Source: an optimization exercise on an open RTL-to-GDS flow (aim: small area, a short achievable clock period and few clock cycles). Production flows keep margins and buffers that such runs may drop. At most, simulation tests tie the RTL to the original design; equivalence was not proved. No functional check of the RTL was part of runs 1 to 3.

`design/flow/run.sh`:
```
#!/bin/bash
# synth_recipe.tcl (not shown) runs the flow's synth.tcl, then flattens the netlist and writes it again
# the make line also repeats each setting of config.mk as NAME=value (left out here)
make -C /OpenROAD-flow-scripts/flow DESIGN_CONFIG=/design/flow/config.mk WORK_HOME=/design/flow/orfs CLKGATE_MAP_FILE= SYNTH_SCRIPT=/design/flow/synth_recipe.tcl finish
```
`design/flow/config.mk`:
```
export PLATFORM = sky130hd
export DESIGN_NAME = FFT16_stream
export DESIGN_NICKNAME = FFT16_stream
export VERILOG_FILES = /design/flow/design.v
export SDC_FILE = /design/flow/constraint.sdc
export NUM_CORES = 8
export LEC_CHECK = 0
export CAP_MARGIN = 20
export CORE_MARGIN = 2
export CORE_UTILIZATION = 50
export PLACE_DENSITY = 0.6
export SETUP_SLACK_MARGIN = 5
export SLEW_MARGIN = 20
```
`design/flow/constraint.sdc`:
```
create_clock -name core_clock -period 10.0 [get_ports {i_clk}]
set_input_delay 2.0000 -clock core_clock [delete_from_list [all_inputs] [get_ports {i_clk}]]
set_output_delay 2.0000 -clock core_clock [all_outputs]
set_load 0.01 [all_outputs]
```
`design/flow/design.v`:
```
module FFT16_stream (
	input             i_clk,
	input             i_rst,
	input             i_valid,
	input      [15:0] i_re,
	input      [15:0] i_im,
	output            o_ready,
	output reg        o_valid,
	output reg [15:0] o_re,
	output reg [15:0] o_im
);
	reg  [2:0] ph;
	reg  [3:0] wcnt;
	reg        rdy;
	wire       acc = i_valid & rdy;
	wire [3:0] wcnt_p1 = wcnt + 4'd1;
	wire [2:0] ph_n = ph + 3'd1;
	assign o_ready = rdy;
	always @(posedge i_clk or posedge i_rst) begin
		if (i_rst) begin
			ph   <= 3'd0;
			wcnt <= 4'd0;
			rdy  <= 1'b1;
		end else begin
			ph   <= ph_n;
			if (acc) wcnt <= wcnt_p1;
			rdy  <= acc ? (ph_n == wcnt_p1[2:0]) : (ph_n == wcnt[2:0]);
		end
	end
	reg        x_v;
	reg [15:0] x_re, x_im;
	always @(posedge i_clk or posedge i_rst) begin
		if (i_rst) x_v <= 1'b0;
		else       x_v <= acc;
	end
	always @(posedge i_clk) begin
		x_re <= i_re;
		x_im <= i_im;
	end
	wire        s0_v, s0_nr;
	wire [15:0] s0_re, s0_im;
	sdf_stage #(.LD(3), .JOUT(1), .OREG(1)) st0 (.i_clk(i_clk), .i_rst(i_rst), .i_v(x_v), .i_re(x_re), .i_im(x_im),
		.i_nr(1'b0), .o_v(s0_v), .o_re(s0_re), .o_im(s0_im), .o_nr(s0_nr));
	wire        s1_v;
	wire [15:0] s1_re, s1_im;
	sdf_stage #(.LD(2), .JOUT(0), .OREG(1)) st1 (.i_clk(i_clk), .i_rst(i_rst), .i_v(s0_v), .i_re(s0_re), .i_im(s0_im),
		.i_nr(s0_nr), .o_v(s1_v), .o_re(s1_re), .o_im(s1_im), .o_nr());
	wire        t2_v, t2_nr;
	wire [15:0] t2_re, t2_im;
	tw2 u_tw2 (.i_clk(i_clk), .i_rst(i_rst), .i_v(s1_v), .i_re(s1_re), .i_im(s1_im),
		.o_v(t2_v), .o_re(t2_re), .o_im(t2_im), .o_nr(t2_nr));
	wire        s2_v;
	wire [15:0] s2_re, s2_im;
	wire        s2_vn;
	wire [15:0] s2_ren;
	sdf_stage #(.LD(1), .JOUT(0), .OREG(1)) st2 (.i_clk(i_clk), .i_rst(i_rst), .i_v(t2_v), .i_re(t2_re), .i_im(t2_im),
		.i_nr(t2_nr), .o_v(s2_v), .o_re(s2_re), .o_im(s2_im), .o_nr(), .o_vn(s2_vn), .o_ren(s2_ren));
	wire        t3_v, t3_nr;
	wire [15:0] t3_re, t3_im;
	tw3 u_tw3 (.i_clk(i_clk), .i_rst(i_rst), .i_v(s2_v), .i_re(s2_re), .i_im(s2_im),
		.o_v(t3_v), .o_re(t3_re), .o_im(t3_im), .o_nr(t3_nr));
	wire        s3_v;
	wire [15:0] s3_re, s3_im;
	sdf_stage #(.LD(0), .JOUT(0), .OREG(0)) st3 (.i_clk(i_clk), .i_rst(i_rst), .i_v(t3_v), .i_re(t3_re), .i_im(t3_im),
		.i_nr(t3_nr), .o_v(s3_v), .o_re(s3_re), .o_im(s3_im), .o_nr());
	wire        r0_v, r1_v;
	wire [15:0] r0_re, r0_im, r1_re, r1_im;
	bit_exchange #(.BI(0), .BJ(3)) ex0 (.i_clk(i_clk), .i_rst(i_rst), .i_v(s3_v), .i_re(s3_re), .i_im(s3_im),
		.o_v(r0_v), .o_re(r0_re), .o_im(r0_im));
	bit_exchange #(.BI(1), .BJ(2)) ex1 (.i_clk(i_clk), .i_rst(i_rst), .i_v(r0_v), .i_re(r0_re), .i_im(r0_im),
		.o_v(r1_v), .o_re(r1_re), .o_im(r1_im));
	always @(posedge i_clk or posedge i_rst) begin
		if (i_rst) o_valid <= 1'b0;
		else       o_valid <= r1_v;
	end
	always @(posedge i_clk) begin
		o_re <= r1_re;
		o_im <= r1_im;
	end
endmodule
module sdf_stage #(parameter LD = 0, JOUT = 0, OREG = 1) (
	input             i_clk,
	input             i_rst,
	input             i_v,
	input      [15:0] i_re,
	input      [15:0] i_im,
	input             i_nr,
	output            o_v,
	output     [15:0] o_re,
	output     [15:0] o_im,
	output            o_nr,
	output            o_vn,
	output     [15:0] o_ren
);
	localparam D = 1 << LD;
	reg  [3:0]  q;
	reg  [LD:0] pend;
	wire comb = i_v & q[LD];
	wire last = comb & (q[LD:0] == {(LD+1){1'b1}});
	wire vn   = comb | (pend != 0);
	reg  [3:0]  oq;      
	always @(posedge i_clk or posedge i_rst) begin
		if (i_rst) begin
			q    <= 4'd0;
			pend <= 0;
			oq   <= 4'd0;
		end else begin
			if (i_v) q <= q + 4'd1;
			if (last) pend <= D;
			else if (pend != 0) pend <= pend - 1'b1;
			if (vn) oq <= oq + 4'd1;
		end
	end
	reg  [15:0] dl_re [0:D-1];
	reg  [15:0] dl_im [0:D-1];
	wire [15:0] x0_re = dl_re[D-1];
	wire [15:0] x0_im = dl_im[D-1];
	wire [15:0] y0_re = x0_re + i_re + {15'd0, i_nr};
	wire [15:0] y1_re = x0_re + ~i_re + {15'd0, ~i_nr};
	wire [15:0] y0_im = x0_im + i_im;
	wire [15:0] y1_im = x0_im - i_im;
	wire [15:0] u_re  = comb ? y0_re : x0_re;
	wire [15:0] u_im  = comb ? y0_im : x0_im;
	integer j;
	always @(posedge i_clk) begin
		dl_re[0] <= comb ? y1_re : (i_v ? i_re : x0_re);
		dl_im[0] <= comb ? y1_im : (i_v ? i_im : x0_im);
		for (j = 1; j < D; j = j + 1) begin
			dl_re[j] <= dl_re[j-1];
			dl_im[j] <= dl_im[j-1];
		end
	end
	assign o_vn  = vn;
	assign o_ren = u_re;
	generate if (OREG) begin : g_oreg
		reg        r_v, r_nr;
		reg [15:0] r_re, r_im;
		wire       sw = (JOUT != 0) & oq[3] & oq[2];
		always @(posedge i_clk or posedge i_rst) begin
			if (i_rst) r_v <= 1'b0;
			else       r_v <= vn;
		end
		always @(posedge i_clk) begin
			r_re <= sw ? ~u_im : u_re;
			r_im <= sw ? u_re : u_im;
			r_nr <= sw;
		end
		assign o_v = r_v;  assign o_re = r_re;  assign o_im = r_im;  assign o_nr = r_nr;
	end else begin : g_comb
		assign o_v = vn;   assign o_re = u_re;  assign o_im = u_im;  assign o_nr = 1'b0;
	end endgenerate
endmodule
module cmul_a (input [15:0] a, input [17:0] a3, input ed, input b5, output [15:0] p);
	wire [23:0] x  = {{8{a[15]}}, a};
	wire [23:0] x3 = {{6{a3[17]}}, a3};
	wire [23:0] r1 = b5 ? (x3 << 6) : {a, 8'd0};
	wire [23:0] r2 = ed ? (x << 4) : (b5 ? (x << 3) : 24'd0);
	wire [23:0] r3 = (ed | b5) ? x3 : 24'd0;
	wire [23:0] f  = r1 - r2 - r3 + {16'd0, {8{a[15]}}};
	assign p = f[23:8];
endmodule
module cmul_b (input [15:0] a, input [17:0] a3, input en, output [15:0] p);
	wire [23:0] x  = {{8{a[15]}}, a};
	wire [23:0] x3 = {{6{a3[17]}}, a3};
	wire [23:0] f  = ((x3 << 5) + (x << 1) + {16'd0, {8{a[15]}}}) & {24{en}};
	assign p = f[23:8];
endmodule
module tw2 (
	input             i_clk,
	input             i_rst,
	input             i_v,
	input      [15:0] i_re,
	input      [15:0] i_im,
	output reg        o_v,
	output reg [15:0] o_re,
	output reg [15:0] o_im,
	output reg        o_nr
);
	reg [3:0] q;
	reg       a_v, b_v;
	always @(posedge i_clk or posedge i_rst) begin
		if (i_rst) begin
			q   <= 4'd0;
			a_v <= 1'b0;
			b_v <= 1'b0;
			o_v <= 1'b0;
		end else begin
			if (i_v) q <= q + 4'd1;
			a_v <= i_v;
			b_v <= a_v;
			o_v <= b_v;
		end
	end
	wire [1:0]  k = q[1] ? {q[2], q[3]} : 2'd0;    
	reg  [1:0]  a_k, b_k;
	reg  [15:0] a_re, a_im;
	reg  [17:0] a_re3, a_im3;
	always @(posedge i_clk) begin
		a_k   <= k;
		a_re  <= i_re;
		a_im  <= i_im;
		a_re3 <= {{2{i_re[15]}}, i_re} + {i_re[15], i_re, 1'b0};
		a_im3 <= {{2{i_im[15]}}, i_im} + {i_im[15], i_im, 1'b0};
	end
	wire [15:0] mr, mi;
	cmul_a u_r (.a(a_re), .a3(a_re3), .ed(1'b0), .b5(a_k[0]), .p(mr));
	cmul_a u_i (.a(a_im), .a3(a_im3), .ed(1'b0), .b5(a_k[0]), .p(mi));
	reg  [15:0] b_re, b_im;
	always @(posedge i_clk) begin
		b_k  <= a_k;
		b_re <= mr;
		b_im <= mi;
	end
	wire [15:0] msum = b_re + b_im;
	wire [15:0] mdif = b_re - b_im;
	always @(posedge i_clk) begin
		case (b_k)
			2'd1: begin o_re <= mdif;  o_im <= msum; o_nr <= 1'b0; end
			2'd2: begin o_re <= ~b_im; o_im <= b_re; o_nr <= 1'b1; end
			2'd3: begin o_re <= ~msum; o_im <= mdif; o_nr <= 1'b1; end
			default: begin o_re <= b_re; o_im <= b_im; o_nr <= 1'b0; end
		endcase
	end
endmodule
module tw3 (
	input             i_clk,
	input             i_rst,
	input             i_v,
	input      [15:0] i_re,
	input      [15:0] i_im,
	output reg        o_v,
	output reg [15:0] o_re,
	output reg [15:0] o_im,
	output reg        o_nr
);
	reg  [3:0] q;
	reg        a_v, b_v;
	always @(posedge i_clk or posedge i_rst) begin
		if (i_rst) begin
			q   <= 4'd0;
			a_v <= 1'b0;
			b_v <= 1'b0;
			o_v <= 1'b0;
		end else begin
			if (i_v) q <= q + 4'd1;
			a_v <= i_v;
			b_v <= a_v;
			o_v <= b_v;
		end
	end
	wire [2:0] k  = {q[1], q[2], q[3]};
	wire       x1 = q[0];
	reg  [15:0] a_re, a_im;
	reg  [17:0] a_re3, a_im3;
	reg         a_ed, a_b5, a_xs, a_ys, a_sw, a_nr;
	reg         xs, ys, swp, nr;
	always @(*) begin
		case (k)
			3'd1: begin xs = 1; ys = 0; swp = 0; nr = 0; end
			3'd2: begin xs = 1; ys = 0; swp = 0; nr = 0; end
			3'd3: begin xs = 0; ys = 1; swp = 1; nr = 0; end
			3'd4: begin xs = 0; ys = 0; swp = 1; nr = 1; end
			3'd5: begin xs = 1; ys = 0; swp = 1; nr = 1; end
			3'd6: begin xs = 0; ys = 1; swp = 0; nr = 1; end
			3'd7: begin xs = 0; ys = 1; swp = 0; nr = 1; end
			default: begin xs = 0; ys = 0; swp = 0; nr = 0; end
		endcase
	end
	always @(posedge i_clk) begin
		a_re  <= i_re;
		a_im  <= i_im;
		a_re3 <= {{2{i_re[15]}}, i_re} + {i_re[15], i_re, 1'b0};
		a_im3 <= {{2{i_im[15]}}, i_im} + {i_im[15], i_im, 1'b0};
		a_ed  <= x1 & k[0];
		a_b5  <= x1 & (k[1:0] == 2'd2);
		a_xs  <= x1 & xs;
		a_ys  <= x1 & ys;
		a_sw  <= x1 & swp;
		a_nr  <= x1 & nr;
	end
	wire [15:0] ra, rb, ia, ib;
	cmul_a u_ra (.a(a_re), .a3(a_re3), .ed(a_ed), .b5(a_b5), .p(ra));
	cmul_b u_rb (.a(a_re), .a3(a_re3), .en(a_ed), .p(rb));
	cmul_a u_ia (.a(a_im), .a3(a_im3), .ed(a_ed), .b5(a_b5), .p(ia));
	cmul_b u_ib (.a(a_im), .a3(a_im3), .en(a_ed), .p(ib));
	reg  [15:0] b_ra, b_rb, b_ia, b_ib;
	reg         b_b5, b_xs, b_ys, b_sw, b_nr;
	always @(posedge i_clk) begin
		b_ra <= ra; b_rb <= rb; b_ia <= ia; b_ib <= ib;
		b_b5 <= a_b5; b_xs <= a_xs; b_ys <= a_ys; b_sw <= a_sw; b_nr <= a_nr;
	end
	wire [15:0] xb = b_b5 ? b_ia : b_ib;
	wire [15:0] ya = b_b5 ? b_ra : b_rb;
	wire [15:0] X  = b_xs ? b_ra - xb : b_ra + xb;
	wire [15:0] Y  = b_ys ? ya - b_ia : ya + b_ia;
	always @(posedge i_clk) begin
		o_re <= (b_sw ? Y : X) ^ {16{b_nr}};
		o_im <= b_sw ? X : Y;
		o_nr <= b_nr;
	end
endmodule
module bit_exchange #(parameter BI = 0, BJ = 3) (
	input             i_clk,
	input             i_rst,
	input             i_v,
	input      [15:0] i_re,
	input      [15:0] i_im,
	output            o_v,
	output     [15:0] o_re,
	output     [15:0] o_im
);
	localparam L = (1 << BJ) - (1 << BI);
	reg [3:0] q;
	reg [L-1:0] vd;
	always @(posedge i_clk or posedge i_rst) begin
		if (i_rst) begin
			q  <= 4'd0;
			vd <= 0;
		end else begin
			if (i_v) q <= q + 4'd1;
			vd <= (L == 1) ? i_v : {vd, i_v};
		end
	end
	wire s = i_v & q[BJ] & ~q[BI];
	reg  [15:0] b_re [0:L-1];
	reg  [15:0] b_im [0:L-1];
	integer j;
	always @(posedge i_clk) begin
		b_re[0] <= s ? b_re[L-1] : i_re;
		b_im[0] <= s ? b_im[L-1] : i_im;
		for (j = 1; j < L; j = j + 1) begin
			b_re[j] <= b_re[j-1];
			b_im[j] <= b_im[j-1];
		end
	end
	assign o_re = s ? i_re : b_re[L-1];
	assign o_im = s ? i_im : b_im[L-1];
	assign o_v  = vd[L-1];
endmodule
```
==> flow_metrics.tcl, run 1 <==
set metrics [dict create \
    status "timing/DRC/antenna clean" \
    dp_hpwl_mm 96.8 \
    cts_tree "done" \
    cts-buffers-inserted 136 \
    ys.warnings.count 21 \
    worstMarginPinSlew_ns 1.06 \
    dp_slack_ns 4.43 \
    syn_nets 6986 \
    cp-startpoint "u_tw3.a_b5$_DFF_P_" \
    rows 127 \
    synth_ff_type "dfxtp_1" \
    port_buffers 68 \
    fillers 10600 \
    syn_area_um2 60800 \
    layout.nets 7003 \
    period_share_pct 46.7 \
    max_slew_margin_pct 29.2 \
    grt_max_degree 113 \
    die_h_um 353 \
    final_cell_mix "dfxtp_1 (1,198), ha_1 (602), nand2_1 (479), nor2_1 (472), inv_1 (436)" \
    period_minus_slack_ns 4.67 \
    fin_tns_setup_ns 0 \
    areaGrowthSynthToFinish_pct 11.1 \
    worstHoldStart "ex0.b_re[0][14]$_DFF_P_" \
    grt_pass1_vias 40200 \
    fin_area_um2 67500 \
    seqCellArea_um2 26700 \
    place.gp.congestion 0.877 \
    cts-root-buf "clkbuf_16" \
    worstSetupEndpointType "flip-flop" \
    drive_above_1_share_pct 6.22 \
    whs_ns 0.315 \
    clk_pin_slew_ns 0.06 \
    critPathKind "flip-flop to flip-flop" \
    setup.worst_path.start_class "flip-flop" \
    ys_seq_area_share_pct 43.9 \
    synthCells 6235 \
    routed-via-count 41900 \
    rr_startpoint "u_tw3.a_b5$_DFF_P_" \
    synth-edff-count 32 \
    synth_cell_type_count 83 \
    fin_worst_skew_ns 0.0254 \
    finalSetupViolations 0 \
    grt_overflow 0 \
    arrival_ns 5.34 \
    worstPathMaxFanout 39 \
    drc 0 \
    drt-total-wl_mm 131 \
    clock_latency_ns 0.76 \
    coreArea_um2 120000 \
    grt_util_all_layers_pct 20.8 \
    start_util_pct 50.5 \
    grt_pass1_wl_mm 211 \
    die_area_um2 124000 \
    clock-sinks 1300 \
    routed_via_density 5.26 \
    max_freq_ghz 0.214 \
    maxSlewViolCount 0 \
    h-tree-depth 4 \
    num_antenna_cells 0 \
    setup_ws_ns 5.33 \
    antenna_found_initial 4 \
    drt_iter0_drc 2499 \
    hold_class "flip-flop to flip-flop" \
    async_flop_share_pct 5.08 \
    ioPinCount 69 \
    firstDrtPassIters 6 \
    drv_cap 0 \
    synth_seq_cells 1300 \
    ant_nets 0 \
    holdBufCountCts 0 \
    finalHoldViolations 0 \
    multi_input_area_um2 31600 \
    die_w_um 353 \
    avgRoutedWirePerCell_um 16.5 \
    rsz0062_at_grt "yes" \
    layout_commonest_cell "dfxtp_1" \
    syn_avg_cell_area_um2 9.75 \
    cts_buffer_depth 3 \
    worstPathRequired_ns 10.67 \
    placed_cell_area_um2 62900 \
]
-- registers in the layout, indices dropped and copies added, names as in the netlist, 32 cells and up --
signal / count
st2.dl_re: 32
ex1.b_im: 32
st2.dl_im: 32
ex0.b_im: 112
st1.dl_re: 64
st1.dl_im: 64
ex0.b_re: 112
st0.dl_re: 128
ex1.b_re: 32
st0.dl_im: 128
-- logic make-up after synthesis --
kind of cell | after synthesis | share of synthesized area, %
adder cells (fa/ha/maj) | 716 | 16.1
flip-flops | 1300 | 43.9
buffers and inverters | 667 | 4.12
AO/OA/AOI/OAI | 1359 | 14.2
XOR/XNOR | 396 | 5.70
AND/OR/NAND/NOR | 1588 | 12.2
multiplexers | 209 | 3.76
-- stage by stage --
step                      cells  util, %
after floorplan            6235        -
after global placement     7719     52.3
after detailed placement   7719     52.3
after CTS                  7974     56.1
after global routing       7978     56.1
final                      7978     56.1
-- cells in the mapped netlist, drive strengths merged (23+ instances only) --
library cell  number  share of area (%)
a21oi            389                3.2
o21ai            337                2.8
buf               29               0.18
xor2             105                1.5
nand2b            55               0.57
nor2             473                2.9
ha               602                 12
a211oi            51               0.63
o21bai            41               0.51
fa               114                3.8
a31oi             52               0.54
nor2b             76               0.78
xnor2            291                4.2
nand3             70               0.58
nor3b             32               0.40
edfxtp            32                1.6
and2              57               0.59
inv              438                2.7
nand2            482                3.0
nand4             23               0.24
o21a              61               0.75
mux2              65                1.2
or3               50               0.51
mux2i            135                2.2
dfrtp             65                2.7
dfxtp           1202                 40
and3              44               0.45
a21boi            40               0.49
nor3             150                1.2
o211ai            24               0.30
clkbuf           195                1.2
o31ai             37               0.46
a22oi             35               0.43
or2               23               0.24
a21o              93                1.1
-- repair_timing --
item                                    in CTS  in global routing
pin swaps                                    1                  0
gates resized for setup                      3                  5
endpoints found under the setup margin       9                 10
setup buffers                                1                  4
cloned                                       2                  0
-- final cells by class --
class	instances	share of cell area, %
inverters	443	2.47
clock buffers	190	5.65
clock inverters	62	1.08
flip-flops and latches	1300	39.5
repair buffers	101	1.41
repair inverters	1	0.00741
multi-input cells	4269	46.9
well taps	1612	2.99
-- critical path: stages, from the launching register on --
cell and delay [ns]:
dfxtp_2 0.32, buf_6 0.33, nor2b_4 0.23, buf_4 0.23
a22oi_1 0.11, fa_1 0.52, fa_1 0.41, ha_1 0.30
a21o_1 0.16, a21o_1 0.18, a21oi_1 0.18, a21boi_0 0.20
o311ai_1 0.43, a21oi_1 0.18, or3_1 0.41, a21oi_1 0.19
xnor2_1 0.15
-- final timing paths --
kind / endpoint / slack [ns] / depth (start not counted)
max in group asynchronous: u_tw2.o_v$_DFF_PP0_ / 7.37 / 3
worst min-delay path: ex0.b_re[1][14]$_DFF_P_ / 0.32 / 0
min in group asynchronous: o_valid$_DFF_PP0_ / 1.46 / 2
worst max register to register: u_tw3.b_ra[14]$_DFF_P_ / 5.33 / 16
worst min register to register: ex0.b_re[1][14]$_DFF_P_ / 0.32 / 0
worst max-delay path: u_tw3.b_ra[14]$_DFF_P_ / 5.33 / 16
-- per-layer routing --
| metal | vias to the layer above | global-route usage (%) | share of wire, % |
|---|---|---|---|
| li1 | 21500 | - | - |
| met1 | 19600 | 28.2 | 48 |
| met5 | - | 0 | 0.018 |
| met3 | 229 | 2.98 | 3.4 |
| met4 | 4 | 7.53 | 3.2 |
| met2 | 624 | 33.9 | 46 |
==> inputs of run 2 (changes only) <==
==> design/flow/flow/run.sh (new file) <==
#!/bin/bash
# standard flow; timing repair aims at a larger setup-slack margin and may resize cells freely
sed 's/SETUP_SLACK_MARGIN=5 /SETUP_SLACK_MARGIN=6.7 MATCH_CELL_FOOTPRINT=0 /' standard.sh > standard_m.sh
bash standard_m.sh > flow.log 2>&1
==> design/flow/standard.sh (new file) <==
#!/bin/bash
# synth_recipe.tcl (not shown) runs the flow's synth.tcl, then flattens the netlist and writes it again
# the make line also repeats each setting of config.mk as NAME=value (left out here)
make -C /OpenROAD-flow-scripts/flow DESIGN_CONFIG=/design/flow/config.mk WORK_HOME=/design/flow/orfs CLKGATE_MAP_FILE= SYNTH_SCRIPT=/design/flow/synth_recipe.tcl "${@:-finish}"
removed: design/flow/run.sh
==> flow_metrics.tcl, run 2 <==
set metrics [dict create \
    clk_pin_slew_ns 0.06 \
    critPathKind "flip-flop to flip-flop" \
    drv_cap 0 \
    layout_commonest_cell "dfxtp_1" \
    async_flop_share_pct 5.08 \
    worstSetupEndpointType "flip-flop" \
    place.gp.congestion 0.857 \
    yosys.cell_count.top_type "dfxtp_1" \
    fin_worst_skew_ns 0.0283 \
    syn_avg_cell_area_um2 9.75 \
    cts_buffer_depth 3 \
    ioPinCount 69 \
    fillers 10400 \
    syn_area_um2 60800 \
    cts-root-buf "clkbuf_16" \
    period_minus_slack_ns 4.08 \
    hold_class "flip-flop to flip-flop" \
    synthCells 6235 \
    drive_above_1_share_pct 12.1 \
    maxSlewViolCount 0 \
    dp_hpwl_mm 95.9 \
    largest_registers "st0.dl_im x128, st0.dl_re x128" \
    die_w_um 353 \
    yosys.area.top_type_share_pct 39.6 \
    worstPathRequired_ns 10.69 \
    finalSetupViolations 0 \
    drt-total-wl_mm 135 \
    port_buffers 68 \
    worstPathMaxFanout 12 \
    coreArea_um2 120000 \
    cpMostUsedCell "fa_1" \
    post-route-util_pct 58.5 \
    finalHoldViolations 0 \
    antenna_found_initial 2 \
    setup.worst_path.start_class "flip-flop" \
    ant_nets 0 \
    seqCellArea_um2 26700 \
    yosys.area.top_type "dfxtp_1" \
    worstMarginPinSlew_ns 0.943 \
    fin_tns_setup_ns 0 \
    crit_chain "buf_12 -> and2_4 -> fa_1 -> inv_1 -> fa_1 -> inv_2 -> ha_4 -> a21o_1 -> a211oi_2 -> o21ai_2 -> a311oi_4 -> nor3_2 -> o31a_1 -> o41a_1 -> or4_1 -> nand3_1" \
    ys_top_cells_by_count "dfxtp_1 (1,202), ha_1 (602), nand2_1 (482)" \
    num_antenna_cells 0 \
    setup_ws_ns 5.92 \
    ys.warnings.count 21 \
    dp_slack_ns 4.92 \
    drt_iter0_drc 2223 \
    ys_seq_area_share_pct 43.9 \
    syn_nets 6986 \
    critPathTopFamily "compound AO/OA/AOI/OAI gates" \
    synth-edff-count 32 \
    grt_overflow 0 \
    h-tree-depth 4 \
    rsz0062_at_grt "yes" \
    cts_tree "done" \
    die_h_um 353 \
    period_share_pct 40.8 \
    areaGrowthSynthToFinish_pct 15.7 \
    grt_max_degree 99 \
    clock_latency_ns 0.76 \
    grt_pass1_wl_mm 217 \
    layout.nets 7140 \
    max_slew_margin_pct 37.0 \
    path_buf_inv 3 \
    drc 0 \
    synth_area_leaders "dfxtp_1 (40%), ha_1 (12%), xnor2_1 (4.2%)" \
    grt_util_all_layers_pct 21.4 \
    routed_via_density 5.30 \
    clock-sinks 1300 \
    multi_input_area_um2 33200 \
    status "timing/DRC/antenna clean" \
    cpPeakStageDelay_ns 0.52 \
    start_util_pct 50.5 \
    routed-via-count 42900 \
    final_cell_mix "dfxtp_1 (1,182), ha_1 (580), nand2_1 (471), nor2_1 (451), inv_1 (427)" \
    max_freq_ghz 0.245 \
    die_area_um2 124000 \
    firstDrtPassIters 5 \
    synth_seq_cells 1300 \
    rows 127 \
    arrival_ns 4.77 \
    grt_pass1_vias 41500 \
    holdBufCountCts 0 \
    synth_ff_type "dfxtp_1" \
    cts-buffers-inserted 133 \
    critPathSlowestCell "fa_1" \
    avgRoutedWirePerCell_um 16.6 \
    synth_cell_type_count 83 \
]
## run 2: cell count changes in the layout (fill, tap and decap cells not counted), sizes merged
cell / previous run / this run
buf: 33 / 167
bufinv: 9 / 8
clkbuf: 190 / 195
clkdlybuf4s50: 68 / 34
clkinv: 36 / 39
clkinvlp: 11 / 8
dlymetal6s2s: 0 / 23
inv: 450 / 447
or2: 24 / 25
## run 2: logic make-up (layout without fill, tap and decap cells)
group / after synthesis / count (layout) / synth area share (%)
AO/OA/AOI/OAI: 1359 / 1359 / 14.2
XOR/XNOR: 396 / 396 / 5.70
AND/OR/NAND/NOR: 1588 / 1590 / 12.2
buffers and inverters: 667 / 921 / 4.12
multiplexers: 209 / 209 / 3.76
flip-flops: 1300 / 1300 / 43.9
adder cells (fa/ha/maj): 716 / 716 / 16.1
## run 2: repair_timing
| item | 4_1_cts | 5_1_grt |
|---|---|---|
| buffers inserted | 79 | 52 |
| pin swaps | 83 | 101 |
| cloned | 11 | 1 |
| setup endpoints to repair | 152 | 127 |
| resized for setup | 230 | 181 |
## run 2: path summary, 6_finish.rpt
check                      slack (ns)  depth (start not counted)                       to                    start
min in group asynchronous        1.58                          2     st2.q[1]$_DFFE_PP0P_                    i_rst
max reg2reg                      5.92                         16   u_tw2.b_re[15]$_DFF_P_  u_tw2.a_k[0]$_SDFF_PN0_
max                              5.92                         16   u_tw2.b_re[15]$_DFF_P_  u_tw2.a_k[0]$_SDFF_PN0_
min reg2reg                      0.31                          0  ex0.b_re[2][14]$_DFF_P_  ex0.b_re[1][14]$_DFF_P_
min                              0.31                          0  ex0.b_re[2][14]$_DFF_P_  ex0.b_re[1][14]$_DFF_P_
max in group asynchronous        7.19                          3            x_v$_DFF_PP0_                    i_rst
## run 2: per-layer routing
| metal | global-route usage, % | part of all wire, % |
|---|---|---|
| met5 | 0 | 0 |
| met4 | 7.12 | 3.1 |
| met3 | 3.55 | 3.9 |
| met2 | 35.4 | 46 |
| met1 | 28.3 | 47 |
## run 2: cell type report
type                            count  share of cell area [%]
Timing Repair Buffer              240                    3.27
Multi-Input combinational cell   4270                    47.2
Inverter                          443                    2.38
Timing Repair inverter              1                  0.0107
Tap cell                         1612                    2.87
Sequential cell                  1300                    38.0
Clock inverter                     58                   0.987
Clock buffer                      179                    5.28
## run 2: stage by stage
step / hold slack [ns] / area, um2 / cells
floorplan: 0.310 / 61200 / 6235
global placement: 0.310 / 63200 / 7722
detailed placement: 0.312 / 63200 / 7722
CTS: 0.311 / 69200 / 8049
global route: 0.323 / 70300 / 8103
finish: 0.313 / 70300 / 8103
==> inputs of run 3 (changes only) <==
==> design/flow/flow/run.sh (replaced) <==
#!/bin/bash
# standard flow with a larger setup-slack margin for timing repair
sed 's/SETUP_SLACK_MARGIN=5 /SETUP_SLACK_MARGIN=6.7 /' standard.sh > standard_m.sh
bash standard_m.sh > flow.log 2>&1
==> flow_metrics.tcl, run 3 <==
set metrics [dict create \
    clock-sinks 1300 \
    post-route-util_pct 59.1 \
    ant_nets 0 \
    cts-buffers-inserted 135 \
    yosys.area.top_type_share_pct 39.6 \
    place.gp.congestion 0.859 \
    ys_top_cells_by_count "dfxtp_1 (1,202), ha_1 (602), nand2_1 (482)" \
    grt_util_all_layers_pct 21.4 \
    drc 0 \
    drt_iter0_drc 2486 \
    max_freq_ghz 0.244 \
    cp.depth 16 \
    antenna_found_initial 1 \
    die_h_um 353 \
    route.met3.wl_mm 4.24 \
    grt_pass1_wl_mm 218 \
    setup.worst_path.end "u_tw2.b_re[15]$_DFF_P_" \
    reg2reg_slack_ns 5.90 \
    rsz0062_at_grt "yes" \
    cts-root-buf "clkbuf_16" \
    cpPeakStageDelay_ns 0.53 \
    start_util_pct 50.5 \
    cp-startpoint "u_tw2.a_k[0]$_SDFF_PN0_" \
    areaGrowthSynthToFinish_pct 17.0 \
    async_flop_share_pct 5.08 \
    finalSetupViolations 0 \
    ys.warnings.count 21 \
    finalHoldViolations 0 \
    rr_startpoint "u_tw2.a_k[0]$_SDFF_PN0_" \
    cts_tree "done" \
    worstSetupEndpointType "flip-flop" \
    fin_tns_setup_ns 0 \
    met1Wirelength_mm 64.3 \
    wl_met2_mm 63.8 \
    seqCellArea_um2 26700 \
    layout.nets 7142 \
    avgRoutedWirePerCell_um 16.7 \
    final_cell_mix "dfxtp_1 (1,180), ha_1 (570), nand2_1 (467), nor2_1 (451), inv_1 (427)" \
    min_path_cells 0 \
    hold_class "flip-flop to flip-flop" \
    period_minus_slack_ns 4.10 \
    worstPathRequired_ns 10.69 \
    port_buffers 68 \
    setup_ws_ns 5.90 \
    dp_slack_ns 4.94 \
    die_w_um 353 \
    num_antenna_cells 0 \
    max_slew_margin_pct 32.1 \
    rows 127 \
    routed-via-count 42800 \
    ioPinCount 69 \
    routed_via_density 5.28 \
    highest_layer "met4" \
    grt_max_degree 113 \
    grt_overflow 0 \
    critPathSlowestCell "fa_1" \
    status "timing/DRC/antenna clean" \
    crit_chain "buf_12 -> and2_4 -> fa_1 -> inv_1 -> fa_1 -> inv_2 -> ha_4 -> a21o_1 -> a211oi_2 -> o21ai_2 -> a311oi_4 -> nor3_2 -> o31a_1 -> o41a_1 -> or4_1 -> nand3_1" \
    period_share_pct 41.0 \
    synthCells 6235 \
    coreArea_um2 120000 \
    synth_seq_cells 1300 \
    r2r_end "u_tw2.b_re[15]$_DFF_P_" \
    critPathKind "flip-flop to flip-flop" \
    cts_buffer_depth 3 \
    fin_worst_skew_ns 0.0229 \
    drive_above_1_share_pct 13.5 \
    synth_cell_type_count 83 \
    dp_hpwl_mm 95.5 \
    multi_input_area_um2 33600 \
    maxSlewViolCount 0 \
    synth-edff-count 32 \
    syn_nets 6986 \
    die_area_um2 124000 \
    setup.worst_path.start_class "flip-flop" \
    h-tree-depth 4 \
    yosys.area.top_type "dfxtp_1" \
    rr_worst_depth 16 \
    yosys.cell_count.top_type "dfxtp_1" \
    drv_cap 0 \
    worstHoldStart "ex0.b_re[3][14]$_DFF_P_" \
    firstDrtPassIters 5 \
    layout_commonest_cell "dfxtp_1" \
    synth_area_leaders "dfxtp_1 (40%), ha_1 (12%), xnor2_1 (4.2%)" \
    largest_registers "st0.dl_im x128, st0.dl_re x128" \
    path_buf_inv 3 \
    syn_avg_cell_area_um2 9.75 \
    clock_latency_ns 0.76 \
    worstPathMaxFanout 10 \
    fillers 10300 \
    synth_ff_type "dfxtp_1" \
    ys_seq_area_share_pct 43.9 \
    cpMostUsedCell "fa_1" \
    syn_area_um2 60800 \
    drt-total-wl_mm 135 \
    arrival_ns 4.79 \
    clk_pin_slew_ns 0.07 \
    worstMarginPinSlew_ns 1.01 \
    grt_pass1_vias 41500 \
    critPathTopFamily "compound AO/OA/AOI/OAI gates" \
]
run 3: cell types whose count changed in the layout (fill, tap and decap cells not counted), sizes merged, moves of 4 or more:
cell          change
buf              +31
dlymetal6s2s     -23
clkinv           -11
bufbuf            +5
bufinv            +5
clkbuf            -4
run 3: what timing repair did:
| action | 4_1_cts | 5_1_grt |
|---|---|---|
| endpoints found under the setup margin | 169 | 133 |
| pin swaps | 111 | 127 |
| setup buffers | 89 | 40 |
| gates resized for setup | 351 | 216 |
| hold buffers | 0 | 0 |
| cloned | 12 | 4 |
| endpoints found under the hold margin | 0 | 0 |
run 3: metrics by stage:
step	area [um2]	hold slack, ns	instances
floorplan	61200	0.310	6235
global placement	63200	0.310	7721
detailed placement	63200	0.312	7721
CTS	69700	0.314	8065
global route	71100	0.323	8109
finish	71100	0.315	8109
run 3: how the worst min path moves through the flow:
stage	end	slack [ns]
CTS	ex0.b_re[5][11]$_DFF_P_	0.31
floorplan	ex0.b_im[1][0]$_DFF_P_	0.31
detailed placement	ex0.b_im[6][1]$_DFF_P_	0.31
global route	st1.dl_im[3][13]$_DFF_P_	0.32
global placement	st2.dl_re[1][14]$_DFF_P_	0.31
finish	ex0.b_re[4][14]$_DFF_P_	0.32
run 3: cell families (layout without fill, tap and decap cells):
family          after synthesis  after routing  synth area share [%]
mux                         209            209                  3.76
compound gates             1359           1359                  14.2
flops                      1300           1300                  43.9
xor+xnor                    396            396                  5.70
buf+inv                     667            928                  4.12
fa+ha+maj                   716            716                  16.1
simple gates               1588           1589                  12.2
run 3: worst reg2reg max path, delay by kind of cell (launching register included):
kind,cells,cell delay [ns]
buf+inv,3,0.24
compound gates,6,1.47
fa+ha+maj,3,1.25
flops,1,0.35
simple gates,4,0.73
run 3: final cells by class:
class                           instances  share of cell area, %
Clock buffer                          187                   5.59
Clock inverter                         56                   1.11
Inverter                              443                   2.36
Multi-Input combinational cell       4269                   47.3
Sequential cell                      1300                   37.6
Tap cell                             1612                   2.84
Timing Repair Buffer                  241                   3.20
Timing Repair inverter                  1                 0.0106
run 3: per-layer routing:
layer | vias up | GRT usage, %
met3 | 189 | 2.99
li1 | 21800 | -
met2 | 604 | 36.0
met1 | 20200 | 28.7
met5 | - | 0
met4 | 0 | 5.74
==> inputs of run 4 (changes only) <==
--- a/design/flow/design.v
+++ b/design/flow/design.v
@@ -116,14 +116,16 @@
 	wire [15:0] x0_re = dl_re[D-1];
 	wire [15:0] x0_im = dl_im[D-1];
-	wire [15:0] y0_re = x0_re + i_re + {15'd0, i_nr};
-	wire [15:0] y1_re = x0_re + ~i_re + {15'd0, ~i_nr};
-	wire [15:0] y0_im = x0_im + i_im;
-	wire [15:0] y1_im = x0_im - i_im;
-	wire [15:0] u_re  = comb ? y0_re : x0_re;
-	wire [15:0] u_im  = comb ? y0_im : x0_im;
+	wire [15:0] t_re  = i_re & {16{comb}};
+	wire [15:0] t_im  = i_im & {16{comb}};
+	wire        t_nr  = i_nr & comb;
+	wire [15:0] u_re  = x0_re + t_re + {15'd0, t_nr};
+	wire [15:0] y1_re = x0_re + ~t_re + {15'd0, ~t_nr};
+	wire [15:0] u_im  = x0_im + t_im;
+	wire [15:0] y1_im = x0_im - t_im;
+	wire        load  = i_v & ~comb;
 	integer j;
 	always @(posedge i_clk) begin
-		dl_re[0] <= comb ? y1_re : (i_v ? i_re : x0_re);
-		dl_im[0] <= comb ? y1_im : (i_v ? i_im : x0_im);
+		dl_re[0] <= load ? i_re : y1_re;
+		dl_im[0] <= load ? i_im : y1_im;
 		for (j = 1; j < D; j = j + 1) begin
 			dl_re[j] <= dl_re[j-1];
@@ -151,18 +153,35 @@
 	end endgenerate
 endmodule
-module cmul_a (input [15:0] a, input [17:0] a3, input ed, input b5, output [15:0] p);
+module cmul_lo (
+	input  [15:0] a,
+	input  [17:0] a3,
+	output [1:0]  c_ed,
+	output [1:0]  c_b5,
+	output [1:0]  c_62
+);
+	wire [7:0] bias = {8{a[15]}};
+	wire [9:0] l_ed = {2'b0, ~a[3:0], 4'hF} + {2'b0, ~a3[7:0]} + 10'd2 + {2'b0, bias};
+	wire [9:0] l_b5 = {2'b0, a3[1:0], 6'd0} + {2'b0, ~a[4:0], 3'b111} + {2'b0, ~a3[7:0]} + 10'd2 + {2'b0, bias};
+	wire [9:0] l_62 = {2'b0, a3[2:0], 5'd0} + {2'b0, a[6:0], 1'b0} + {2'b0, bias};
+	assign c_ed = l_ed[9:8];
+	assign c_b5 = l_b5[9:8];
+	assign c_62 = l_62[9:8];
+endmodule
+module cmul_a_hi (input [15:0] a, input [17:0] a3, input ed, input b5, input [1:0] c, output [15:0] p);
 	wire [23:0] x  = {{8{a[15]}}, a};
 	wire [23:0] x3 = {{6{a3[17]}}, a3};
-	wire [23:0] r1 = b5 ? (x3 << 6) : {a, 8'd0};
-	wire [23:0] r2 = ed ? (x << 4) : (b5 ? (x << 3) : 24'd0);
-	wire [23:0] r3 = (ed | b5) ? x3 : 24'd0;
-	wire [23:0] f  = r1 - r2 - r3 + {16'd0, {8{a[15]}}};
-	assign p = f[23:8];
+	wire [15:0] r1 = b5 ? x3[17:2] : a;
+	wire [15:0] r2 = ed ? ~x[19:4] : (b5 ? ~x[20:5] : 16'd0);
+	wire [15:0] r3 = (ed | b5) ? ~x3[23:8] : 16'd0;
+	assign p = r1 + r2 + r3 + {14'd0, c};
 endmodule
-module cmul_b (input [15:0] a, input [17:0] a3, input en, output [15:0] p);
+module cmul_b_hi (input [15:0] a, input [17:0] a3, input en, input [1:0] c, output [15:0] p);
 	wire [23:0] x  = {{8{a[15]}}, a};
 	wire [23:0] x3 = {{6{a3[17]}}, a3};
-	wire [23:0] f  = ((x3 << 5) + (x << 1) + {16'd0, {8{a[15]}}}) & {24{en}};
-	assign p = f[23:8];
+	wire [15:0] f  = x3[18:3] + x[22:7] + {14'd0, c};
+	assign p = f & {16{en}};
+endmodule
+module times3 (input [15:0] a, output [17:0] a3);
+	assign a3 = {{2{a[15]}}, a} + {a[15], a, 1'b0};
 endmodule
 module tw2 (
@@ -193,17 +212,28 @@
 	end
 	wire [1:0]  k = q[1] ? {q[2], q[3]} : 2'd0;    
+	wire [17:0] re3, im3;
+	wire [1:0]  rc, ic, unused0, unused1, unused2, unused3;
+	times3  u_r3 (.a(i_re), .a3(re3));
+	times3  u_i3 (.a(i_im), .a3(im3));
+	cmul_lo u_rl (.a(i_re), .a3(re3), .c_ed(unused0), .c_b5(rc), .c_62(unused1));
+	cmul_lo u_il (.a(i_im), .a3(im3), .c_ed(unused2), .c_b5(ic), .c_62(unused3));
 	reg  [1:0]  a_k, b_k;
 	reg  [15:0] a_re, a_im;
 	reg  [17:0] a_re3, a_im3;
+	reg  [1:0]  a_rc, a_ic;
+	reg         a_b5;
 	always @(posedge i_clk) begin
 		a_k   <= k;
+		a_b5  <= k[0];
 		a_re  <= i_re;
 		a_im  <= i_im;
-		a_re3 <= {{2{i_re[15]}}, i_re} + {i_re[15], i_re, 1'b0};
-		a_im3 <= {{2{i_im[15]}}, i_im} + {i_im[15], i_im, 1'b0};
+		a_re3 <= re3;
+		a_im3 <= im3;
+		a_rc  <= k[0] ? rc : 2'd0;
+		a_ic  <= k[0] ? ic : 2'd0;
 	end
 	wire [15:0] mr, mi;
-	cmul_a u_r (.a(a_re), .a3(a_re3), .ed(1'b0), .b5(a_k[0]), .p(mr));
-	cmul_a u_i (.a(a_im), .a3(a_im3), .ed(1'b0), .b5(a_k[0]), .p(mi));
+	cmul_a_hi u_r (.a(a_re), .a3(a_re3), .ed(1'b0), .b5(a_b5), .c(a_rc), .p(mr));
+	cmul_a_hi u_i (.a(a_im), .a3(a_im3), .ed(1'b0), .b5(a_b5), .c(a_ic), .p(mi));
 	reg  [15:0] b_re, b_im;
 	always @(posedge i_clk) begin
@@ -251,8 +281,7 @@
 	wire [2:0] k  = {q[1], q[2], q[3]};
 	wire       x1 = q[0];
-	reg  [15:0] a_re, a_im;
-	reg  [17:0] a_re3, a_im3;
-	reg         a_ed, a_b5, a_xs, a_ys, a_sw, a_nr;
-	reg         xs, ys, swp, nr;
+	wire       ed = x1 & k[0];
+	wire       b5 = x1 & (k[1:0] == 2'd2);
+	reg        xs, ys, swp, nr;
 	always @(*) begin
 		case (k)
@@ -267,11 +296,25 @@
 		endcase
 	end
+	wire [17:0] re3, im3;
+	wire [1:0]  r_ed, r_b5, r_62, i_ed, i_b5, i_62;
+	times3  u_r3 (.a(i_re), .a3(re3));
+	times3  u_i3 (.a(i_im), .a3(im3));
+	cmul_lo u_rl (.a(i_re), .a3(re3), .c_ed(r_ed), .c_b5(r_b5), .c_62(r_62));
+	cmul_lo u_il (.a(i_im), .a3(im3), .c_ed(i_ed), .c_b5(i_b5), .c_62(i_62));
+	reg  [15:0] a_re, a_im;
+	reg  [17:0] a_re3, a_im3;
+	reg  [1:0]  a_rca, a_rcb, a_ica, a_icb;
+	reg         a_ed, a_b5, a_xs, a_ys, a_sw, a_nr;
 	always @(posedge i_clk) begin
 		a_re  <= i_re;
 		a_im  <= i_im;
-		a_re3 <= {{2{i_re[15]}}, i_re} + {i_re[15], i_re, 1'b0};
-		a_im3 <= {{2{i_im[15]}}, i_im} + {i_im[15], i_im, 1'b0};
-		a_ed  <= x1 & k[0];
-		a_b5  <= x1 & (k[1:0] == 2'd2);
+		a_re3 <= re3;
+		a_im3 <= im3;
+		a_rca <= ed ? r_ed : (b5 ? r_b5 : 2'd0);
+		a_ica <= ed ? i_ed : (b5 ? i_b5 : 2'd0);
+		a_rcb <= r_62;
+		a_icb <= i_62;
+		a_ed  <= ed;
+		a_b5  <= b5;
 		a_xs  <= x1 & xs;
 		a_ys  <= x1 & ys;
@@ -280,8 +323,8 @@
 	end
 	wire [15:0] ra, rb, ia, ib;
-	cmul_a u_ra (.a(a_re), .a3(a_re3), .ed(a_ed), .b5(a_b5), .p(ra));
-	cmul_b u_rb (.a(a_re), .a3(a_re3), .en(a_ed), .p(rb));
-	cmul_a u_ia (.a(a_im), .a3(a_im3), .ed(a_ed), .b5(a_b5), .p(ia));
-	cmul_b u_ib (.a(a_im), .a3(a_im3), .en(a_ed), .p(ib));
+	cmul_a_hi u_ra (.a(a_re), .a3(a_re3), .ed(a_ed), .b5(a_b5), .c(a_rca), .p(ra));
+	cmul_b_hi u_rb (.a(a_re), .a3(a_re3), .en(a_ed), .c(a_rcb), .p(rb));
+	cmul_a_hi u_ia (.a(a_im), .a3(a_im3), .ed(a_ed), .b5(a_b5), .c(a_ica), .p(ia));
+	cmul_b_hi u_ib (.a(a_im), .a3(a_im3), .en(a_ed), .c(a_icb), .p(ib));
 	reg  [15:0] b_ra, b_rb, b_ia, b_ib;
 	reg         b_b5, b_xs, b_ys, b_sw, b_nr;
==> design/flow/run.sh (new file) <==
#!/bin/bash
# synth_recipe.tcl (not shown) runs the flow's synth.tcl, then flattens the netlist and writes it again
# the make line also repeats each setting of config.mk as NAME=value (left out here)
make -C /OpenROAD-flow-scripts/flow DESIGN_CONFIG=/design/flow/config.mk WORK_HOME=/design/flow/orfs CLKGATE_MAP_FILE= SYNTH_SCRIPT=/design/flow/synth_recipe.tcl finish
removed: design/flow/flow/run.sh
removed: design/flow/standard.sh
==> flow_metrics.tcl, run 4 <==
set metrics [dict create \
    areaGrowthSynthToFinish_pct 11.5 \
    syn_area_um2 59600 \
    drive_above_1_share_pct 6.36 \
    period_minus_slack_ns 4.65 \
    fillers 10300 \
    antenna_found_initial 4 \
    ant_nets 0 \
    critPathTopFamily "adder cells" \
    async_flop_share_pct 5.05 \
    grt_max_degree 81 \
    rows 126 \
    clock_latency_ns 0.78 \
    syn_avg_cell_area_um2 9.90 \
    place.gp.congestion 0.876 \
    avgRoutedWirePerCell_um 16.5 \
    cp.depth 18 \
    finalHoldViolations 0 \
    maxSlewViolCount 0 \
    holdBufCountCts 0 \
    syn_nets 6822 \
    layout_commonest_cell "dfxtp_1" \
    critPathSlowestCell "fa_1" \
    drc 0 \
    setup.worst_path.start_class "flip-flop" \
    period_share_pct 46.5 \
    rsz0062_at_grt "no" \
    grt_pass1_wl_mm 207 \
    status "timing/DRC/antenna clean" \
    layout.nets 6868 \
    min_path_cells 0 \
    ys_top_cells_by_count "dfxtp_1 (1,242), ha_1 (639), inv_1 (499)" \
    drt-total-wl_mm 127 \
    finalSetupViolations 0 \
    path_buf_inv 3 \
    synth_area_leaders "dfxtp_1 (42%), ha_1 (13%), xnor2_1 (4.8%)" \
    drv_cap 0 \
    max_freq_ghz 0.215 \
    routed-via-count 39700 \
    worstPathRequired_ns 10.68 \
    final_cell_mix "dfxtp_1 (1,239), ha_1 (639), inv_1 (498), nor2_1 (465), nand2_1 (458)" \
    dp_hpwl_mm 97.6 \
    worstSetupEndpointType "flip-flop" \
    whs_ns 0.305 \
    synth-edff-count 0 \
    yosys.area.top_type_share_pct 41.7 \
    ys_seq_area_share_pct 44.5 \
    cts_tree "done" \
    hold_class "flip-flop to flip-flop" \
    largest_registers "st0.dl_im x128, st0.dl_re x128" \
    drt_iter0_drc 2227 \
    coreArea_um2 118000 \
    cpPeakStageDelay_ns 0.51 \
    synth_cell_type_count 92 \
    die_area_um2 122000 \
    cts-root-buf "clkbuf_16" \
    num_antenna_cells 0 \
    synth_ff_type "dfxtp_1" \
    h-tree-depth 4 \
    critPathKind "flip-flop to flip-flop" \
    crit_chain "buf_6 -> nor2_1 -> buf_4 -> or2_2 -> fa_1 -> fa_1 -> inv_1 -> ha_1 -> fa_1 -> a21oi_1 -> o21bai_1 -> a21oi_1 -> o21ai_0 -> a41oi_1 -> a211oi_1 -> a21o_1 -> a21oi_1 -> xnor2_1" \
    cts_setup_buffers 0 \
    firstDrtPassIters 5 \
    yosys.area.top_type "dfxtp_1" \
    worstPathMaxFanout 42 \
    clock-sinks 1308 \
    grt_overflow 0 \
    max_slew_margin_pct 30.3 \
    worstMarginPinSlew_ns 1.04 \
    yosys.cell_count.top_type "dfxtp_1" \
    grt_util_all_layers_pct 21.2 \
    die_w_um 349 \
    cts-buffers-inserted 136 \
    die_h_um 349 \
    start_util_pct 50.4 \
    cts_buffer_depth 3 \
    port_buffers 68 \
    synthCells 6018 \
    arrival_ns 5.32 \
    fin_worst_skew_ns 0.0430 \
    ys.warnings.count 21 \
    ioPinCount 69 \
    synth_seq_cells 1308 \
    rr_worst_depth 18 \
    routed_via_density 5.15 \
    grt_pass1_vias 39300 \
    clk_pin_slew_ns 0.07 \
    fin_tns_setup_ns 0 \
]
[run 4: changes by cell type in the layout (fill, tap and decap cells not counted), sizes merged, moves of 36 or more]
cell	delta
o21ai	-77
xnor2	+36
nor3	-62
ha	+37
a21oi	+64
buf	-170
dfxtp	+40
a31oi	-36
inv	+66
[run 4: per-layer routing]
metal / part of all wire (%) / GRT usage [%] / up-vias
met5: 0.010 / 0 / -
met4: 2.5 / 6.68 / 2
met3: 3.2 / 3.11 / 183
met2: 46 / 35.3 / 559
met1: 48 / 28.4 / 18700
li1: - / - / 20300
[run 4: cell families (layout without fill, tap and decap cells)]
kind of cell             after synthesis  in the layout  share of synthesized area (%)
multiplexers                         172            172                           3.06
flip-flops                          1308           1308                           44.5
XOR/XNOR                             466            466                           6.86
AO/OA/AOI/OAI                       1180           1180                           12.4
buffers and inverters                690            839                           4.42
AND/OR/NAND/NOR                     1433           1433                           11.0
adder cells (fa/ha/maj)              769            769                           17.8
[run 4: layout make-up]
class                      count  area [um2]  area share (%)
clock inverter                69         953            1.44
tap                         1536        1920            2.89
inverter                     502        1890            2.84
timing repair buffer          96         911            1.37
multi-input combinational   4020       30500            45.9
clock buffer                 172        3750            5.65
sequential                  1308       26500            39.9
[run 4: path summary, 6_finish.rpt]
kind                       slack [ns]                        to                     start
max                              5.35    u_tw3.b_ia[15]$_DFF_P_        u_tw3.a_b5$_DFF_P_
min                              0.31  st0.dl_im[7][12]$_DFF_P_  st0.dl_im[6][12]$_DFF_P_
max reg2reg                      5.35    u_tw3.b_ia[15]$_DFF_P_        u_tw3.a_b5$_DFF_P_
min reg2reg                      0.31  st0.dl_im[7][12]$_DFF_P_  st0.dl_im[6][12]$_DFF_P_
max in group asynchronous        7.38      ex0.q[1]$_DFFE_PP0N_                     i_rst
min in group asynchronous        1.54   st0.pend[3]$_DFFE_PP0P_                     i_rst
[run 4: metrics by stage]
stage          cell area [um2]  setup WS (ns)  util [%]  cells
4_1_cts                  66400           5.14      56.2   7702
5_1_grt                  66400           5.01      56.2   7703
6_report                 66400           5.35      56.2   7703
3_5_place_dp             61700           4.86      52.2   7461
3_3_place_gp             61700           4.91      52.2   7461
2_1_floorplan            59600           5.70         -   6018
[run 4: what timing repair did]
action / in CTS / in global routing
hold endpoints to repair: 0 / 0
resized for setup: 1 / 3
endpoints found under the setup margin: 3 / 3
Testbench counts of run 4, summed over its fixed seeds: cycles 3,352.
==> inputs of run 5 (changes only) <==
==> design/flow/flow/run.sh (new file) <==
#!/bin/bash
# standard flow with a larger setup-slack margin for timing repair
sed 's/SETUP_SLACK_MARGIN=5 /SETUP_SLACK_MARGIN=6.7 /' standard.sh > standard_m.sh
bash standard_m.sh > flow.log 2>&1
==> design/flow/standard.sh (new file) <==
#!/bin/bash
# synth_recipe.tcl (not shown) runs the flow's synth.tcl, then flattens the netlist and writes it again
# the make line also repeats each setting of config.mk as NAME=value (left out here)
make -C /OpenROAD-flow-scripts/flow DESIGN_CONFIG=/design/flow/config.mk WORK_HOME=/design/flow/orfs CLKGATE_MAP_FILE= SYNTH_SCRIPT=/design/flow/synth_recipe.tcl "${@:-finish}"
removed: design/flow/run.sh
==> flow_metrics.tcl, run 5 <==
set metrics [dict create \
    worstHoldStart "st1.dl_re[2][7]$_DFF_P_" \
    largest_registers "st0.dl_im x128, st0.dl_re x128" \
    cts-buffers-inserted 136 \
    clk_pin_slew_ns 0.07 \
    worstMarginPinSlew_ns 0.882 \
    whs_ns 0.304 \
    clock-sinks 1308 \
    hold_class "flip-flop to flip-flop" \
    cts_buffer_depth 3 \
    ys.warnings.count 21 \
    worstPathRequired_ns 10.68 \
    synth-edff-count 0 \
    cp.depth 18 \
    crit_chain "clkinvlp_4 -> buf_12 -> buf_12 -> o22a_1 -> fa_2 -> fa_1 -> inv_2 -> ha_4 -> fa_2 -> a21oi_2 -> o21bai_2 -> a21oi_2 -> o21ai_2 -> a41oi_2 -> a211oi_2 -> a21o_1 -> a21oi_2 -> xnor2_1" \
    avgRoutedWirePerCell_um 17.3 \
    ioPinCount 69 \
    ys_top_cells_by_count "dfxtp_1 (1,242), ha_1 (639), inv_1 (499)" \
    rsz0062_at_grt "yes" \
    rr_startpoint "u_tw3.a_ed$_DFF_P_" \
    max_freq_ghz 0.255 \
    grt_util_all_layers_pct 22.1 \
    rows 126 \
    status "timing/DRC/antenna clean" \
    ant_nets 0 \
    layout.nets 7056 \
    layout_commonest_cell "dfxtp_1" \
    maxSlewViolCount 0 \
    cts_tree "done" \
    rr_worst_depth 18 \
    areaGrowthSynthToFinish_pct 18.5 \
    critPathTopFamily "adder cells" \
    ys_seq_area_share_pct 44.5 \
    drive_above_1_share_pct 16.1 \
    firstDrtPassIters 5 \
    antenna_found_initial 3 \
    synth_area_leaders "dfxtp_1 (42%), ha_1 (13%), xnor2_1 (4.8%)" \
    routed-via-count 40800 \
    syn_avg_cell_area_um2 9.90 \
    drv_cap 0 \
    cp-startpoint "u_tw3.a_ed$_DFF_P_" \
    yosys.cell_count.top_type "dfxtp_1" \
    routed_via_density 5.16 \
    synthCells 6018 \
    die_w_um 349 \
    dp_hpwl_mm 97.8 \
    h-tree-depth 4 \
    synth_cell_type_count 92 \
    min_path_cells 0 \
    period_share_pct 39.3 \
    die_h_um 349 \
    worstSetupEndpointType "flip-flop" \
    drt-total-wl_mm 137 \
    cts-root-buf "clkbuf_16" \
    final_cell_mix "dfxtp_1 (1,213), ha_1 (585), inv_1 (482), nor2_1 (451), nand2_1 (440)" \
    drc 0 \
    clock_latency_ns 0.78 \
    start_util_pct 50.4 \
    critPathKind "flip-flop to flip-flop" \
    grt_pass1_vias 40000 \
    fin_tns_setup_ns 0 \
    max_slew_margin_pct 41.1 \
    grt_max_degree 81 \
    yosys.area.top_type_share_pct 41.7 \
    grt_pass1_wl_mm 214 \
    yosys.area.top_type "dfxtp_1" \
    fin_worst_skew_ns 0.0323 \
    critPathSlowestCell "fa_1" \
    finalSetupViolations 0 \
    place.gp.congestion 0.891 \
    syn_nets 6822 \
    arrival_ns 4.61 \
    async_flop_share_pct 5.05 \
    setup.worst_path.start_class "flip-flop" \
    path_buf_inv 4 \
    synth_seq_cells 1308 \
    die_area_um2 122000 \
    port_buffers 68 \
    cpPeakStageDelay_ns 0.53 \
    synth_ff_type "dfxtp_1" \
    period_minus_slack_ns 3.93 \
    cpMostUsedCell "a21oi_2" \
    coreArea_um2 118000 \
    grt_overflow 0 \
    drt_iter0_drc 2130 \
    finalHoldViolations 0 \
    worstPathMaxFanout 4 \
    syn_area_um2 59600 \
]
==> run 5: area by class of cell <==
type / instances / area, um2
tap: 1536 / 1920
clock inverter: 58 / 674
sequential: 1308 / 26600
inverter: 502 / 1900
multi-input combinational: 4022 / 32800
antenna: 2 / 5.00
clock buffer: 190 / 3930
timing repair buffer: 282 / 2770
fill: 9975 / 47500
==> run 5: worst paths after layout <==
kind	end	slack [ns]
hold / removal	st1.dl_re[3][7]$_DFF_P_	0.30
min in group asynchronous	st0.oq[1]$_DFFE_PP0P_	1.57
hold reg to reg	st1.dl_re[3][7]$_DFF_P_	0.30
max in group asynchronous	o_valid$_DFF_PP0_	7.24
setup reg to reg	u_tw3.b_ia[15]$_DFF_P_	6.07
setup / recovery	u_tw3.b_ia[15]$_DFF_P_	6.07
==> run 5: worst register-to-register path, stage by stage, from the launching register on <==
cell and delay (ns):
dfxtp_4 0.37, clkinvlp_4 0.17, buf_12 0.19, buf_12 0.13, o22a_1 0.24, fa_2 0.38
fa_1 0.53, inv_2 0.05, ha_4 0.15, fa_2 0.36, a21oi_2 0.17, o21bai_2 0.11
a21oi_2 0.17, o21ai_2 0.09, a41oi_2 0.18, a211oi_2 0.11, a21o_1 0.18, a21oi_2 0.14
xnor2_1 0.13
==> run 5: routing by layer <==
metal / part of all wire, % / vias to the layer above / GRT usage (%)
li1: - / 20700 / -
met1: 48 / 19400 / 29.9
met2: 46 / 589 / 36.7
met3: 3.3 / 190 / 2.93
met4: 2.5 / 0 / 6.98
met5: 0 / - / 0
==> run 5: cell families after synthesis <==
group                      count (synthesis)  synth area share, %
DFF                                     1308                 44.5
xor gates and xnor gates                 466                 6.86
buffers and inverters                    690                 4.42
adders and majority gates                769                 17.8
AOI/OAI and AO/OA                       1180                 12.4
and+or+nand+nor                         1433                 11.0
muxes                                    172                 3.06
==> run 5: timing repair <==
item	4_1_cts	5_1_grt
pin swaps	128	211
cloned	15	2
hold endpoints to repair	0	0
hold buffers	0	0
resized for setup	385	295
setup buffers	104	67
endpoints found under the setup margin	234	142
==> run 5: through the flow <==
step | cell area, um2 | cells | util [%] | setup slack, ns
2_1_floorplan | 60000 | 6018 | - | 6.20
3_3_place_gp | 61900 | 7461 | 52.4 | 5.05
3_5_place_dp | 61900 | 7461 | 52.4 | 4.96
4_1_cts | 68600 | 7828 | 58.1 | 6.05
5_1_grt | 70600 | 7899 | 59.8 | 5.91
6_report | 70600 | 7900 | 59.8 | 6.07

[afterwards: timing with drivers on the ports]
How much do the figures lean on ideal ports? The routed layouts below were timed once more, with nothing changed but the port constraints.
Step 1 (the two cells are an assumption about what drives the block):
set clk [get_ports {i_clk}]
set_driving_cell -lib_cell sky130_fd_sc_hd__clkbuf_16 $clk
set_driving_cell -lib_cell sky130_fd_sc_hd__buf_2 [delete_from_list [all_inputs] $clk]
Step 2 also shifts input and output timing later by t, the mid clock arrival at the registers, as if the neighbouring blocks saw the same clock.
Slacks: ideal ports / drivers / drivers and shift; pairs: ideal ports / drivers.
| run | shift t [ns] | setup slack, ns | pins driven straight from the clock port |
|---|---|---|---|
| run 1 | 0.810 | 5.333 / 5.333 / 5.333 | 1 |
| run 2 | 0.810 | 5.922 / 5.922 / 5.922 | 1 |
| run 3 | 0.824 | 5.897 / 5.897 / 5.897 | 1 |
| run 4 | 0.829 | 5.354 / 5.354 / 5.354 | 1 |
| run 5 | 0.842 | 6.073 / 6.073 / 6.073 | 1 |
After both steps setup and hold are still met in every run listed.
